Source: an optimization exercise on an open RTL-to-GDS flow (aim: a short achievable clock period and few clock cycles). Production flows keep margins and buffers that such runs may drop.
RTL that was checked went through simulation tests only; none was proved equivalent to the original.
Only the layout flow was run in run 1; the RTL was not checked for function there.
No activity file was given, so power comes from the tool's default toggle rates.

<file path="flow/config.mk">
export PLATFORM = sky130hd
export DESIGN_NAME = pipeline_top
export DESIGN_NICKNAME = pipeline_top
export VERILOG_FILES = /design/flow/design.v
export SDC_FILE = /design/flow/constraint.sdc
export NUM_CORES = 4
export LEC_CHECK = 0
export CAP_MARGIN = 20
export CORE_MARGIN = 2
export CORE_UTILIZATION = 40
export SLEW_MARGIN = 20
export SETUP_SLACK_MARGIN = 6.5
</file>
<file path="flow/constraint.sdc">
create_clock -name core_clock -period 10.0 [get_ports {clk}]
set_input_delay 2.0000 -clock core_clock [delete_from_list [all_inputs] [get_ports {clk}]]
set_output_delay 2.0000 -clock core_clock [all_outputs]
set_load 0.01 [all_outputs]
</file>
<file path="flow/design.v">
module pipeline_top(clk,rst,imem_addr,imem_rdata,dmem_addr,dmem_wdata,dmem_wstrb,dmem_rdata);
    input clk,rst;
    output [31:0] imem_addr;
    input [31:0] imem_rdata;
    output [31:0] dmem_addr,dmem_wdata;
    output [3:0] dmem_wstrb;
    input [31:0] dmem_rdata;
    localparam OP_R    = 7'b0110011;
    localparam OP_I    = 7'b0010011;
    localparam OP_L    = 7'b0000011;
    localparam OP_S    = 7'b0100011;
    localparam OP_B    = 7'b1100011;
    localparam OP_JAL  = 7'b1101111;
    localparam OP_JALR = 7'b1100111;
    reg [31:0] pc_f;                         
    reg [31:0] ir_d, pc_d;                   
    reg [31:0] s1_d, s2_d;                   
    reg        v_d, pt_d;
    reg [31:0] a_x, b_x, sd_x;               
    reg [4:0]  sh_x;                         
    reg [31:0] ca_x, cb_x;                   
    reg [31:0] alt_x, link_x;                
    reg        brv_x, brlt_x, k_x, mjr_x, jr_x, lk_x, ld_x, st_x, wen_x, sub_x, sra_x;
    reg [2:0]  f3_x, aop_x;
    reg [4:0]  rd_x;
    reg [31:0] res_m, wdata_m;               
    reg [3:0]  wstrb_m;
    reg        wen_m, ld_m;
    reg [3:0]  b0_m, sg_m;                   
    reg        b1l_m, b1h_m, b1e_m, b2w_m, b2e_m;
    reg [4:0]  rd_m;
    reg [31:0] rf [0:31];                    
    wire [31:0] in_f  = imem_rdata;
    wire        f_jal = in_f[6:0] == OP_JAL;
    wire        f_bt  = (in_f[6:0] == OP_B) & (in_f[31] | (in_f[14:12] == 3'b001)) &
                        (in_f[14] | ~in_f[13]);
    wire        f_jr0 = (in_f[6:0] == OP_JALR) & (in_f[19:15] == 5'd0);
    wire [31:0] f_tj  = pc_f + {{12{in_f[31]}}, in_f[19:12], in_f[20], in_f[30:21], 1'b0};
    wire [31:0] f_tb  = pc_f + {{20{in_f[31]}}, in_f[7], in_f[30:25], in_f[11:8], 1'b0};
    wire [31:0] f_tr  = {{20{in_f[31]}}, in_f[31:21], 1'b0};
    wire [31:0] f_pc4 = pc_f + 32'd4;
    wire        f_pred = f_jal | f_bt | f_jr0;
    wire [31:0] f_next = f_jal ? f_tj : f_bt ? f_tb : f_jr0 ? f_tr : f_pc4;
    wire [31:0] f_s1  = 32'd1 << in_f[19:15];
    wire [31:0] f_s2  = 32'd1 << in_f[24:20];
    wire [6:0] op  = ir_d[6:0];
    wire [2:0] f3  = ir_d[14:12];
    wire [4:0] rs1 = ir_d[19:15];
    wire [4:0] rs2 = ir_d[24:20];
    wire [4:0] rd  = ir_d[11:7];
    wire d_r   = op == OP_R;
    wire d_i   = op == OP_I;
    wire d_l   = op == OP_L;
    wire d_s   = op == OP_S;
    wire d_b   = op == OP_B;
    wire d_jal = op == OP_JAL;
    wire d_jr  = op == OP_JALR;
    wire d_alu  = d_r | d_i;
    wire d_link = d_jal | d_jr;
    wire [31:0] immI = {{20{ir_d[31]}}, ir_d[31:20]};
    wire [31:0] immS = {{20{ir_d[31]}}, ir_d[31:25], ir_d[11:7]};
    wire [31:0] immB = {{20{ir_d[31]}}, ir_d[7], ir_d[30:25], ir_d[11:8], 1'b0};
    reg [31:0] r1, r2;
    integer i;
    always @(*) begin
        r1 = 32'd0;
        r2 = 32'd0;
        for (i = 1; i < 32; i = i + 1) begin
            r1 = r1 | ({32{s1_d[i]}} & rf[i]);
            r2 = r2 | ({32{s2_d[i]}} & rf[i]);
        end
    end
    wire [31:0] res_x;                       
    wire [31:0] res_w;                       
    wire fx1 = wen_x & (rd_x == rs1);
    wire fx2 = wen_x & (rd_x == rs2);
    wire fm1 = wen_m & (rd_m == rs1);
    wire fm2 = wen_m & (rd_m == rs2);
    wire [31:0] o1 = fx1 ? res_x : fm1 ? res_w : r1;
    wire [31:0] o2 = fx2 ? res_x : fm2 ? res_w : r2;
    wire use1  = d_r | d_i | d_l | d_s | d_b | d_jr;
    wire use2  = d_r | d_s | d_b;
    wire stall = v_d & ld_x & ((use1 & fx1) | (use2 & fx2));
    wire [31:0] bsub = sub_x ? ~b_x : b_x;
    wire [32:0] sum  = {1'b0, a_x} + {1'b0, bsub} + {32'd0, sub_x};
    wire        ltu  = ~sum[32];
    wire        lt   = (a_x[31] ^ b_x[31]) ? a_x[31] : ~sum[32];
    wire [31:0] sll  = a_x << sh_x;
    wire [31:0] srx  = $signed({sra_x & a_x[31], a_x}) >>> sh_x;
    reg  [31:0] alu;
    always @(*) begin
        case (aop_x)
            3'b000: alu = sum[31:0];
            3'b001: alu = sll;
            3'b010: alu = {31'd0, lt};
            3'b011: alu = {31'd0, ltu};
            3'b100: alu = a_x ^ b_x;
            3'b101: alu = srx;
            3'b110: alu = a_x | b_x;
            default: alu = a_x & b_x;
        endcase
    end
    assign res_x = lk_x ? link_x : alu;
    wire        c_eq  = ca_x == cb_x;
    wire        c_lt  = ca_x < cb_x;
    wire        mis   = mjr_x | (brv_x & ((brlt_x ? c_lt : c_eq) ^ k_x));
    wire [31:0] x_tgt = jr_x ? {sum[31:1], 1'b0} : alt_x;
    reg [3:0]  st_strb;
    reg [31:0] st_data;
    always @(*) begin
        case (f3_x)
            3'b000: begin st_strb = 4'b0001 << sum[1:0];            st_data = {4{sd_x[7:0]}};  end
            3'b001: begin st_strb = sum[1] ? 4'b1100 : 4'b0011;     st_data = {2{sd_x[15:0]}}; end
            3'b010: begin st_strb = 4'b1111;                        st_data = sd_x;            end
            default: begin st_strb = 4'b0000;                       st_data = sd_x;            end
        endcase
    end
    wire       lb   = ~f3_x[1] & ~f3_x[0] & ~(f3_x == 3'b110);    
    wire       lh   = ~f3_x[1] &  f3_x[0] & ~(f3_x == 3'b111);    
    wire       lsgn = ~f3_x[2];
    wire [3:0] a1h  = 4'b0001 << sum[1:0];
    wire [3:0] l_b0 = ~ld_x ? 4'b0000 : lb ? a1h : lh ? (sum[1] ? 4'b0100 : 4'b0001) : 4'b0001;
    wire [3:0] l_sg = (ld_x & lsgn & lb) ? a1h : (ld_x & lsgn & lh) ? (sum[1] ? 4'b1000 : 4'b0010) : 4'b0000;
    wire [7:0] in0 = dmem_rdata[7:0];
    wire [7:0] in1 = dmem_rdata[15:8];
    wire [7:0] in2 = dmem_rdata[23:16];
    wire [7:0] in3 = dmem_rdata[31:24];
    wire       sgn = |(sg_m & {in3[7], in2[7], in1[7], in0[7]});
    wire       rr  = ~ld_m;
    wire [7:0] w0  = ({8{b0_m[0]}} & in0) | ({8{b0_m[1]}} & in1) | ({8{b0_m[2]}} & in2) |
                     ({8{b0_m[3]}} & in3) | ({8{rr}} & res_m[7:0]);
    wire [7:0] w1  = ({8{b1l_m}} & in1) | ({8{b1h_m}} & in3) | ({8{b1e_m}} & {8{sgn}}) |
                     ({8{rr}} & res_m[15:8]);
    wire [15:0] w2 = ({16{b2w_m}} & dmem_rdata[31:16]) | ({16{b2e_m}} & {16{sgn}}) |
                     ({16{rr}} & res_m[31:16]);
    assign res_w = {w2, w1, w0};
    always @(posedge clk) begin
        if (wen_m)
            rf[rd_m] <= res_w;
    end
    wire go_d = v_d & ~stall & ~mis;         
    wire sgnb = d_b & f3[2] & ~f3[1];        
    always @(posedge clk or negedge rst) begin
        if (rst == 1'b0) begin
            pc_f    <= 32'd0;
            v_d     <= 1'b0;
            wen_x   <= 1'b0;
            brv_x   <= 1'b0;
            mjr_x   <= 1'b0;
            st_x    <= 1'b0;
            wen_m   <= 1'b0;
            wstrb_m <= 4'b0000;
        end else begin
            if (mis)
                pc_f <= x_tgt;
            else if (!stall)
                pc_f <= f_next;
            if (mis)
                v_d <= 1'b0;
            else if (!stall)
                v_d <= 1'b1;
            wen_x   <= go_d & (d_alu | d_l | d_link) & (rd != 5'd0);
            brv_x   <= go_d & d_b & (f3[2] | ~f3[1]);
            mjr_x   <= go_d & d_jr & ~pt_d;
            st_x    <= go_d & d_s;
            wen_m   <= wen_x;
            wstrb_m <= st_x ? st_strb : 4'b0000;
        end
    end
    always @(posedge clk) begin
        if (!stall) begin
            ir_d <= in_f;
            pc_d <= pc_f;
            pt_d <= f_pred;
            s1_d <= f_s1;
            s2_d <= f_s2;
        end
        a_x    <= o1;
        b_x    <= (d_r | d_b) ? o2 : d_s ? immS : immI;
        sh_x   <= d_r ? o2[4:0] : d_i ? immI[4:0] : 5'd0;
        sd_x   <= o2;
        ca_x   <= {o1[31] ^ sgnb, o1[30:0]};
        cb_x   <= {o2[31] ^ sgnb, o2[30:0]};
        alt_x  <= pt_d ? (pc_d + 32'd4) : (pc_d + immB);
        link_x <= pc_d + 32'd4;
        brlt_x <= f3[2];
        k_x    <= f3[0] ^ pt_d;
        jr_x   <= d_jr;
        lk_x   <= d_link;
        ld_x   <= go_d & d_l;
        sub_x  <= d_b | (d_alu & ((f3 == 3'b010) | (f3 == 3'b011))) | (d_r & ir_d[30] & (f3 == 3'b000));
        sra_x  <= ir_d[30];
        f3_x   <= f3;
        aop_x  <= d_alu ? f3 : 3'b000;
        rd_x   <= rd;
        res_m   <= res_x;
        wdata_m <= st_data;
        ld_m    <= ld_x;
        b0_m    <= l_b0;
        sg_m    <= l_sg;
        b1l_m   <= ld_x & ~lb & ~(lh & sum[1]);
        b1h_m   <= ld_x & lh & sum[1];
        b1e_m   <= ld_x & lb;
        b2w_m   <= ld_x & ~lb & ~lh;
        b2e_m   <= ld_x & (lb | lh);
        rd_m    <= rd_x;
    end
    assign imem_addr  = pc_f;
    assign dmem_addr  = res_m;
    assign dmem_wdata = wdata_m;
    assign dmem_wstrb = wstrb_m;
endmodule
</file>
<file path="flow/flow/run.sh">
#!/bin/bash
set -euo pipefail
sed -i '/^export SETUP_SLACK_MARGIN/d' config.mk
echo "export SETUP_SLACK_MARGIN = 6.5" >> config.mk
bash standard.sh > flow.log 2>&1
</file>
<file path="flow/standard.sh">
#!/bin/bash
# synth_recipe.tcl (not shown) runs the flow's synth.tcl, then flattens the netlist and writes it again
# the make line also repeats each setting of config.mk as NAME=value (left out here)
make -C /OpenROAD-flow-scripts/flow DESIGN_CONFIG=/design/flow/config.mk WORK_HOME=/design/flow/orfs CLKGATE_MAP_FILE= SYNTH_SCRIPT=/design/flow/synth_recipe.tcl "${@:-finish}"
</file>
==> results.ini, run 1 <==
[run_status]
status = timing/DRC/antenna clean

[floorplan]
die_h_um = 423
fp.dieArea_um2 = 179000
num_rows = 153
fp.dieW_um = 423
coreArea_um2 = 174000
io_pins = 166
initial_core_util_pct = 40.4

[run]
max_cap_violations = 0

[detailed_routing]
vias_per_cell = 7.34
ant_nets = 0
drc = 0
drt_iter0_drc = 14300
finalWirelength_mm = 365
num_vias = 64100
wl_per_cell_um = 41.7
dr.pass1.iters = 12

[yosys]
synthFlopType = edfxtp_1
synth_compound_area_share_pct = 20.9
synth-simple-area-share_pct = 8.99
synth_fa_ha_area_share_pct = 3.71
seq_area_frac_synth_pct = 56.9
syn-cell-area_um2 = 70300
synth_xor_area_share_pct = 2.43
synth.area.mux_share_pct = 3.74
synth_cell_types = 95
synth_cells = 5896
syn_area_per_cell_um2 = 11.9
yosysTopAreaCellShare_pct = 47.8
ys_ff_latch = 1427
yosysTopAreaCell = edfxtp_1
ys_top_cells_by_area = edfxtp_1 (48%), dfxtp_1 (7.6%), a22oi_1 (4.3%), ha_1 (3.6%), a221oi_1 (3.4%)
ys_warn_count = 1
synth_edf_count = 1119
synth_fp_nets = 6168
async_flop_share_pct = 2.94
synth_top_family_by_area = compound AO/OA/AOI/OAI gates

[global_routing]
first_global_vias = 59000
grt_pass1_wl_mm = 485
grtUsageTotal_pct = 38.8
grt_overflow = 0
antenna_found_initial = 23
grt_max_degree = 80

[timing]
finalSetupViolations = 0
skew_ns = 0.0509
period_minus_slack_ns = 3.87
whs_ns = 0.348
fin_crit_sh_pct = 38.7
slew_headroom_pct = 9.44
tightestPinTransition_ns = 1.35
hold_viol = 0
setup_ws_ns = 6.13
fmax_mhz = 258
slew_viol_final = 0
fin_setup_tns_ns = 0
rsz0062_at_grt = true

[power_and_ir_drop]
peakVddDrop_mv = 0.163
power.density_nw_per_um2 = 234
leakage_nw = 30.4

[cts]
clkTransAtPathRegs_ns = 0.06
root_buffer = clkbuf_16
cts_buffers = 154
cts_sinks = 1427
cts-htree-levels = 4
ctsHoldBuffers = 0
clkLatencyLatePin_ns = 0.84
cts.path.max_buffers = 3
cts_tree = yes

[worst_setup_path]
path_max_fanout = 33
worstSetupStartpoint = dmem_rdata[28]
startpoint_type = input pin
timing.rr.start = s2_d[15]
r2r_setup_slack_ns = 6.24
cp_data_arrival_time_ns = 4.58
critPathRequiredTime_ns = 10.71
critPathKind = input pin to register
endpoint_kind = register

[place]
dp_hpwl_mm = 216
place_inst = 8195
port-buffer-count = 165
place_ws_ns = 4.39
place.gp.congestion = 1.01

[final_layout]
syn_to_final_growth_pct = 22.4
utilization_pct = 49.4
layout.nets = 6564
nFillCells = 15400
layout_commonest_cell = edfxtp_1
drive_gt1_share_pct = 22.1
final_cell_mix = edfxtp_1 (1119), a22oi_1 (401), buf_4 (401)
fin_cells = 8745

[min_path]
hold_start = pc_d[0]
min_path_type = register to register

[metal layers]
layer | vias up | global-route usage [%] | share of wire, %
met5 | - | 0.161 | 0.053
met2 | 6626 | 51.9 | 39
met3 | 1625 | 15.0 | 17
li1 | 24500 | - | -
met4 | 24 | 22.1 | 7.7
met1 | 31400 | 53.1 | 37
[metrics by stage]
| stage | power (mW) | instance area, um2 |
|---|---|---|
| after global routing | 20.6 | 86100 |
| after detailed placement | 12.8 | 75600 |
| after floorplan | 10.6 | 70800 |
| after CTS | 19.4 | 84000 |
| after global placement | 12.8 | 75600 |
| final | 20.1 | 86100 |
[cell type report]
type / count / area (um2) / share of cell area [%]
Sequential cell: 1427 / 40100 / 46.6
Multi-Input combinational cell: 3868 / 31400 / 36.5
Timing Repair Buffer: 643 / 5650 / 6.56
Clock buffer: 190 / 4090 / 4.75
Tap cell: 2325 / 2910 / 3.38
Clock inverter: 87 / 1140 / 1.33
Inverter: 198 / 766 / 0.890
Antenna cell: 7 / 17.5 / 0.0204
[where the power goes]
part	leakage [nW]	switching [mW]	internal [mW]
Clock	2.53	2.56	3.43
Combinational	14.8	3.89	2.37
Sequential	13.1	0.499	7.37
[state kept, by name, indices dropped and copies added, names as in the netlist, 2 cells and up]
signal   flops
b0_m         4
ca_x        32
rd_m         5
rd_x         5
f3_x         2
wstrb_m      4
rf         992
pc_d        32
wdata_m     32
sh_x         5
sg_m         4
b_x         32
s2_d        31
pc_f        32
ir_d        32
res_m       32
link_x      32
alt_x       31
cb_x        32
aop_x        3
s1_d        31
[worst max-delay path, stage by stage]
cell             delay [ns]
clkdlybuf4s50_1        0.77
a222oi_1               0.61
nand2_1                0.24
buf_6                  0.24
o22ai_4                0.26
mux2i_1                0.18
o21a_1                 0.22
[cells by family after synthesis]
group,after synthesis
XOR/XNOR,195
adder cells (fa/ha/maj),206
AO/OA/AOI/OAI,1977
flip-flops,1427
AND/OR/NAND/NOR,1312
multiplexers,173
buffers and inverters,606
[cell usage after synthesis, drive strengths merged, types with 69 or more instances]
cell and instances:
a211oi 87, a21oi 240, a221oi 275, a222oi 80, a22o 268, a22oi 407, clkbuf 343, dfxtp 266
edfxtp 1119, ha 202, inv 195, mux2i 77, mux4 69, nand2 312, nand3 132, nand4 167
nor2 347, nor3 140, o211ai 70, o21ai 256, xnor2 89, xor2 106
[path summary, 6_finish.rpt]
path,end,depth (start not counted)
max,b_x[12],7
min,link_x[0],0
max reg2reg,b_x[24],8
min reg2reg,link_x[0],0
max in group asynchronous,pc_f[13],2
min in group asynchronous,wstrb_m[1],2
[timing repair]
action / in CTS / in global routing
buffers inserted: 165 / 88
endpoints found under the setup margin: 479 / 198
pin swaps: 148 / 144
cloned: 7 / 6
gates resized for setup: 773 / 277
==> run 2, diff against run 1 <==
--- a/flow/design.v
+++ b/flow/design.v
@@ -1,2 +1,30 @@
+module ks_add #(parameter W = 32) (a, b, ci, s, co);
+    input  [W-1:0] a, b;
+    input          ci;
+    output [W-1:0] s;
+    output         co;
+    localparam L = (W + 1 <= 2) ? 1 : (W + 1 <= 4) ? 2 : (W + 1 <= 8) ? 3 :
+                   (W + 1 <= 16) ? 4 : (W + 1 <= 32) ? 5 : (W + 1 <= 64) ? 6 : 7;
+    wire [W:0] g [0:L];
+    wire [W:0] p [0:L];
+    assign g[0] = {a & b, ci};
+    assign p[0] = {a ^ b, 1'b0};
+    genvar l, j;
+    generate
+        for (l = 0; l < L; l = l + 1) begin : lvl
+            for (j = 0; j <= W; j = j + 1) begin : pos
+                if (j >= (1 << l)) begin : comb
+                    assign g[l+1][j] = g[l][j] | (p[l][j] & g[l][j-(1<<l)]);
+                    assign p[l+1][j] = p[l][j] & p[l][j-(1<<l)];
+                end else begin : pass
+                    assign g[l+1][j] = g[l][j];
+                    assign p[l+1][j] = p[l][j];
+                end
+            end
+        end
+    endgenerate
+    assign s  = p[0][W:1] ^ g[L][W-1:0];
+    assign co = g[L][W];
+endmodule
 module pipeline_top(clk,rst,imem_addr,imem_rdata,dmem_addr,dmem_wdata,dmem_wstrb,dmem_rdata);
     input clk,rst;
@@ -16,11 +44,14 @@
     reg [31:0] ir_d, pc_d;                   
     reg [31:0] s1_d, s2_d;                   
-    reg        v_d, pt_d;
+    reg        v_d, pt_d, far_d;
+    reg        fs_d, fc_d, fj_d;                
+    reg [6:0]  fj7_d;                           
     reg [31:0] a_x, b_x, sd_x;               
     reg [4:0]  sh_x;                         
     reg [31:0] ca_x, cb_x;                   
     reg [31:0] alt_x, link_x;                
-    reg        brv_x, brlt_x, k_x, mjr_x, jr_x, lk_x, ld_x, st_x, wen_x, sub_x, sra_x;
-    reg [2:0]  f3_x, aop_x;
+    reg        brv_x, brlt_x, k_x, mjr_x, jr_x, ld_x, st_x, wen_x, sub_x, sra_x;
+    reg [2:0]  f3_x;
+    reg [8:0]  rs_x;                         
     reg [4:0]  rd_x;
     reg [31:0] res_m, wdata_m;               
@@ -36,9 +67,17 @@
                         (in_f[14] | ~in_f[13]);
     wire        f_jr0 = (in_f[6:0] == OP_JALR) & (in_f[19:15] == 5'd0);
-    wire [31:0] f_tj  = pc_f + {{12{in_f[31]}}, in_f[19:12], in_f[20], in_f[30:21], 1'b0};
-    wire [31:0] f_tb  = pc_f + {{20{in_f[31]}}, in_f[7], in_f[30:25], in_f[11:8], 1'b0};
+    wire [13:0] tjl, tbl;
+    ks_add #(13) f_addj (.a(pc_f[12:0]), .b({in_f[12], in_f[20], in_f[30:21], 1'b0}), .ci(1'b0),
+                         .s(tjl[12:0]), .co(tjl[13]));
+    ks_add #(13) f_addb (.a(pc_f[12:0]), .b({in_f[31], in_f[7], in_f[30:25], in_f[11:8], 1'b0}), .ci(1'b0),
+                         .s(tbl[12:0]), .co(tbl[13]));
+    wire [31:0] f_tj  = {pc_f[31:13], tjl[12:0]};
+    wire [31:0] f_tb  = {pc_f[31:13], tbl[12:0]};
+    wire        f_jok = in_f[31] ? ((in_f[19:13] == 7'h7f) & tjl[13]) : ((in_f[19:13] == 7'h00) & ~tjl[13]);
+    wire        f_bok = tbl[13] == in_f[31];
     wire [31:0] f_tr  = {{20{in_f[31]}}, in_f[31:21], 1'b0};
     wire [31:0] f_pc4 = pc_f + 32'd4;
     wire        f_pred = f_jal | f_bt | f_jr0;
+    wire        f_far  = (f_jal & ~f_jok) | (f_bt & ~f_bok);
     wire [31:0] f_next = f_jal ? f_tj : f_bt ? f_tb : f_jr0 ? f_tr : f_pc4;
     wire [31:0] f_s1  = 32'd1 << in_f[19:15];
@@ -82,26 +121,24 @@
     wire use2  = d_r | d_s | d_b;
     wire stall = v_d & ld_x & ((use1 & fx1) | (use2 & fx2));
-    wire [31:0] bsub = sub_x ? ~b_x : b_x;
-    wire [32:0] sum  = {1'b0, a_x} + {1'b0, bsub} + {32'd0, sub_x};
+    wire [32:0] sum;
+    ks_add #(32) x_add (.a(a_x), .b(b_x), .ci(sub_x), .s(sum[31:0]), .co(sum[32]));
     wire        ltu  = ~sum[32];
-    wire        lt   = (a_x[31] ^ b_x[31]) ? a_x[31] : ~sum[32];
+    wire        lt   = (a_x[31] == b_x[31]) ? a_x[31] : ~sum[32];
     wire [31:0] sll  = a_x << sh_x;
     wire [31:0] srx  = $signed({sra_x & a_x[31], a_x}) >>> sh_x;
-    reg  [31:0] alu;
-    always @(*) begin
-        case (aop_x)
-            3'b000: alu = sum[31:0];
-            3'b001: alu = sll;
-            3'b010: alu = {31'd0, lt};
-            3'b011: alu = {31'd0, ltu};
-            3'b100: alu = a_x ^ b_x;
-            3'b101: alu = srx;
-            3'b110: alu = a_x | b_x;
-            default: alu = a_x & b_x;
-        endcase
-    end
-    assign res_x = lk_x ? link_x : alu;
+    assign res_x = ({32{rs_x[0]}} & sum[31:0]) |
+                   ({32{rs_x[1]}} & sll) |
+                   ({32{rs_x[2]}} & {31'd0, lt}) |
+                   ({32{rs_x[3]}} & {31'd0, ltu}) |
+                   ({32{rs_x[4]}} & (a_x ^ b_x)) |
+                   ({32{rs_x[5]}} & srx) |
+                   ({32{rs_x[6]}} & (a_x | b_x)) |
+                   ({32{rs_x[7]}} & (a_x & b_x)) |
+                   ({32{rs_x[8]}} & link_x);
     wire        c_eq  = ca_x == cb_x;
-    wire        c_lt  = ca_x < cb_x;
+    wire [31:0] c_dif;
+    wire        c_ge;
+    ks_add #(32) x_cmp (.a(ca_x), .b(~cb_x), .ci(1'b1), .s(c_dif), .co(c_ge));
+    wire        c_lt  = ~c_ge;
     wire        mis   = mjr_x | (brv_x & ((brlt_x ? c_lt : c_eq) ^ k_x));
     wire [31:0] x_tgt = jr_x ? {sum[31:1], 1'b0} : alt_x;
@@ -140,5 +177,10 @@
     end
     wire go_d = v_d & ~stall & ~mis;         
+    wire        redir   = go_d & far_d;
+    wire [18:0] far_ext = fj_d ? {{12{fs_d}}, fj7_d} : {19{fs_d}};
+    wire [18:0] far_hi  = pc_f[31:13] + far_ext + {18'd0, fc_d};
+    wire [31:0] far_tgt = {far_hi, pc_f[12:0]};
     wire sgnb = d_b & f3[2] & ~f3[1];        
+    wire d_sub = (d_alu & ((f3 == 3'b010) | (f3 == 3'b011))) | (d_r & ir_d[30] & (f3 == 3'b000));
     always @(posedge clk or negedge rst) begin
         if (rst == 1'b0) begin
@@ -154,7 +196,9 @@
             if (mis)
                 pc_f <= x_tgt;
+            else if (redir)
+                pc_f <= far_tgt;
             else if (!stall)
                 pc_f <= f_next;
-            if (mis)
+            if (mis | redir)
                 v_d <= 1'b0;
             else if (!stall)
@@ -173,9 +217,14 @@
             pc_d <= pc_f;
             pt_d <= f_pred;
+            far_d <= f_far;
+            fs_d  <= in_f[31];
+            fc_d  <= f_jal ? tjl[13] : tbl[13];
+            fj_d  <= f_jal;
+            fj7_d <= in_f[19:13];
             s1_d <= f_s1;
             s2_d <= f_s2;
         end
         a_x    <= o1;
-        b_x    <= (d_r | d_b) ? o2 : d_s ? immS : immI;
+        b_x    <= {32{d_sub}} ^ (d_r ? o2 : d_s ? immS : immI);
         sh_x   <= d_r ? o2[4:0] : d_i ? immI[4:0] : 5'd0;
         sd_x   <= o2;
@@ -187,10 +236,9 @@
         k_x    <= f3[0] ^ pt_d;
         jr_x   <= d_jr;
-        lk_x   <= d_link;
+        rs_x   <= d_link ? 9'b100000000 : ~d_alu ? 9'b000000001 : (9'b000000001 << f3);
         ld_x   <= go_d & d_l;
-        sub_x  <= d_b | (d_alu & ((f3 == 3'b010) | (f3 == 3'b011))) | (d_r & ir_d[30] & (f3 == 3'b000));
+        sub_x  <= d_sub;
         sra_x  <= ir_d[30];
         f3_x   <= f3;
-        aop_x  <= d_alu ? f3 : 3'b000;
         rd_x   <= rd;
         res_m   <= res_x;
==> run 2 against run 1 <==
Critical path depth up 3. Global-route usage down 0.48 points. Clock skew up 0.016 ns. Fmax up 2.7%. Utilization down 1.3 points. Flip-flop and latch count up 8. Die area down 2.6%. Hold slack better by 0.024 ns. First-iteration DRC count down 13%. Synthesized cell count down 5.6%. Combinational power down about 20%. Critical path type is now register to register. Largest cell class unchanged.
==> results.ini, run 2 <==
[final_layout]
regMostFlops = rf
fin_cells = 8240
final_cell_mix = edfxtp_1 (1122), a22oi_1 (401), buf_4 (328)
syn_to_final_growth_pct = 19.1
largest_reg_flops = 992
drive_gt1_share_pct = 19.4
nFillCells = 15000
layout_commonest_cell = edfxtp_1
layout.nets = 6110

[worst_setup_path]
cp_top_family = simple AND/OR/NAND/NOR gates
cp_num_buf_inv = 1
critPathRequiredTime_ns = 10.79
endpoint_kind = register
path_max_fanout = 23
critPathKind = register to register
cp_data_arrival_time_ns = 4.56
critPathSlowestCell = edfxtp_1
worstPathCellList = buf_4 > a22o_1 > a221oi_1 > nand4_1 > nor3_1 > nand2_1 > o211ai_1 > o21ai_1 > o21ai_1 > xnor2_1
max_stage_delay_ns = 0.86
cpMostUsedCell = o21ai_1
startpoint_type = register

[yosys]
seq_area_frac_synth_pct = 58.7
async_flop_share_pct = 2.93
synth_cell_types = 89
yosysTopAreaCellShare_pct = 49.2
syn-cell-area_um2 = 68500
yosys-top-cells-count = edfxtp_1 (1122), a22oi_1 (403), clkbuf_1 (307), a221oi_1 (292), nor2_1 (292)
ys_warn_count = 3
ys_ff_latch = 1435
syn_area_per_cell_um2 = 12.3
yosysTopAreaCell = edfxtp_1
synthFlopType = edfxtp_1
synth_fp_nets = 5800
ys_top_cells_by_area = edfxtp_1 (49%), dfxtp_1 (7.9%), a22oi_1 (4.4%), a221oi_1 (3.7%), a22o_1 (3.4%)
yosysMostFrequentCell = edfxtp_1
synth_cells = 5565
synth_edf_count = 1122

[detailed_routing]
wl_per_cell_um = 42.2
dr.pass1.iters = 11
ant_nets = 0
finalWirelength_mm = 348
drc = 0
num_vias = 60700
drt_iter0_drc = 12500
vias_per_cell = 7.37

[floorplan]
fp.dieArea_um2 = 174000
num_rows = 151
die_h_um = 418
initial_core_util_pct = 40.3
fp.dieW_um = 418
io_pins = 166
coreArea_um2 = 170000

[cts]
cts.path.max_buffers = 3
root_buffer = clkbuf_16
cts_tree = yes
ctsHoldBuffers = 0
clkTransAtPathRegs_ns = 0.06
cts-htree-levels = 4
cts_buffers = 154
cts_sinks = 1435
clkLatencyLatePin_ns = 0.86

[power_and_ir_drop]
peakVddDrop_mv = 0.138
total_power_mw = 19.0
power.density_nw_per_um2 = 232
leakage_nw = 28.6

[run_status]
status = timing/DRC/antenna clean

[global_routing]
grt_max_degree = 70
grtUsageTotal_pct = 38.3
antenna_found_initial = 20
grt_pass1_wl_mm = 463
first_global_vias = 56600
grt_overflow = 0

[place]
dp_hpwl_mm = 205
port-buffer-count = 165
place.gp.congestion = 1.05
place_inst = 7768

[timing]
hold_viol = 0
fin_setup_tns_ns = 0
skew_ns = 0.0664
fmax_mhz = 265
finalSetupViolations = 0
tightestPinTransition_ns = 1.29
rsz0062_at_grt = true
slew_viol_final = 0
period_minus_slack_ns = 3.77
slew_headroom_pct = 13.0
fin_crit_sh_pct = 37.7

[run]
max_cap_violations = 0

[min_path]
min_path_type = register to register

==> run 2: path summary, 6_finish.rpt <==
| path | start | to | slack [ns] | depth (start not counted) |
|---|---|---|---|---|
| min in group asynchronous | rst | pc_f[17] | 1.33 | 2 |
| min reg2reg | pc_d[0] | link_x[0] | 0.37 | 0 |
| max reg2reg | s2_d[24] | b_x[11] | 6.23 | 10 |
| max in group asynchronous | rst | pc_f[27] | 8.10 | 2 |
| min | pc_d[0] | link_x[0] | 0.37 | 0 |
| max | s2_d[24] | b_x[11] | 6.23 | 10 |
==> run 2: power by group <==
group	total [mW]	switching (mW)	internal (mW)	leakage, nW
Clock	6.02	2.59	3.43	2.58
Sequential	7.95	0.538	7.41	13.2
Combinational	4.98	3.22	1.76	12.9
==> run 2: kinds of logic after synthesis <==
group	synth area share (%)
XOR/XNOR	2.38
buffers and inverters	3.14
multiplexers	3.98
adder cells (fa/ha/maj)	3.15
AO/OA/AOI/OAI	20.6
AND/OR/NAND/NOR	8.05
flip-flops	58.7
==> run 2: layout make-up <==
type	count	area, um2	area share [%]
repair inverters	1	5.00	0.00614
flip-flops and latches	1435	40400	49.5
multi-input cells	3593	28100	34.4
diodes	15	37.5	0.0460
well taps	2218	2780	3.40
inverters	173	676	0.828
clock inverters	92	1050	1.29
clock buffers	196	4270	5.24
repair buffers	517	4270	5.23
==> run 2: timing repair <==
item,CTS,global route
hold endpoints to repair,0,0
buffers inserted,101,48
gates resized for setup,570,154
pin swaps,53,58
setup endpoints to repair,671,125
gates cloned,12,8
==> run 2: metrics by stage <==
stage	worst slack [ns]	area, um2	util [%]	hold slack [ns]
2_1_floorplan	6.07	69000	-	0.323
5_1_grt	6.32	81500	48.1	0.385
3_3_place_gp	4.80	73600	43.4	0.328
4_1_cts	6.40	80700	47.6	0.380
6_report	6.23	81600	48.1	0.372
3_5_place_dp	4.74	73600	43.4	0.341
==> run 2: layer usage <==
metal  track usage [%]  part of all wire, %  routed length (um)  vias to the layer above
met5              1.25                 0.16                 541                        -
met4              29.0                  9.8               34000                       26
met3              16.5                   16               54700                     1908
li1                  -                    -                   -                    23200
met1              44.3                   32              113000                    29500
met2              56.1                   42              146000                     6138
Testbench counts of run 2, summed over its fixed seeds: cycles 28,722.

-- static timing again, ports no longer ideal --
In the flow no input, the clock included, has a driving cell. The finished layouts below were timed again as built, in two steps.
Step 1, drivers: a clkbuf_16 drives clk and a buf_2 each remaining input, both assumed.
Step 2 times the ports against the registers' clock, not the clock port: input delays grow and output delays shrink by t, the midpoint of the rising clock arrivals with the driver on.
Slacks: ideal / step 1 / step 2; pairs: ideal / step 1.
| run | shift t [ns] | setup WS [ns] | hold WS [ns] | worst setup path after step 2 |
|---|---|---|---|---|
| run 1 | 0.897 | 6.128 / 6.072 / 5.288 | 0.348 / 0.348 / 0.348 | input to register |
| run 2 | 0.917 | 6.230 / 6.230 / 5.589 | 0.372 / 0.372 / 0.372 | input to register |
After both steps setup and hold are still met in every run listed. For run 1, which loses most, drivers alone change the setup slack by -0.056 ns; drivers and shift together by -0.840 ns.
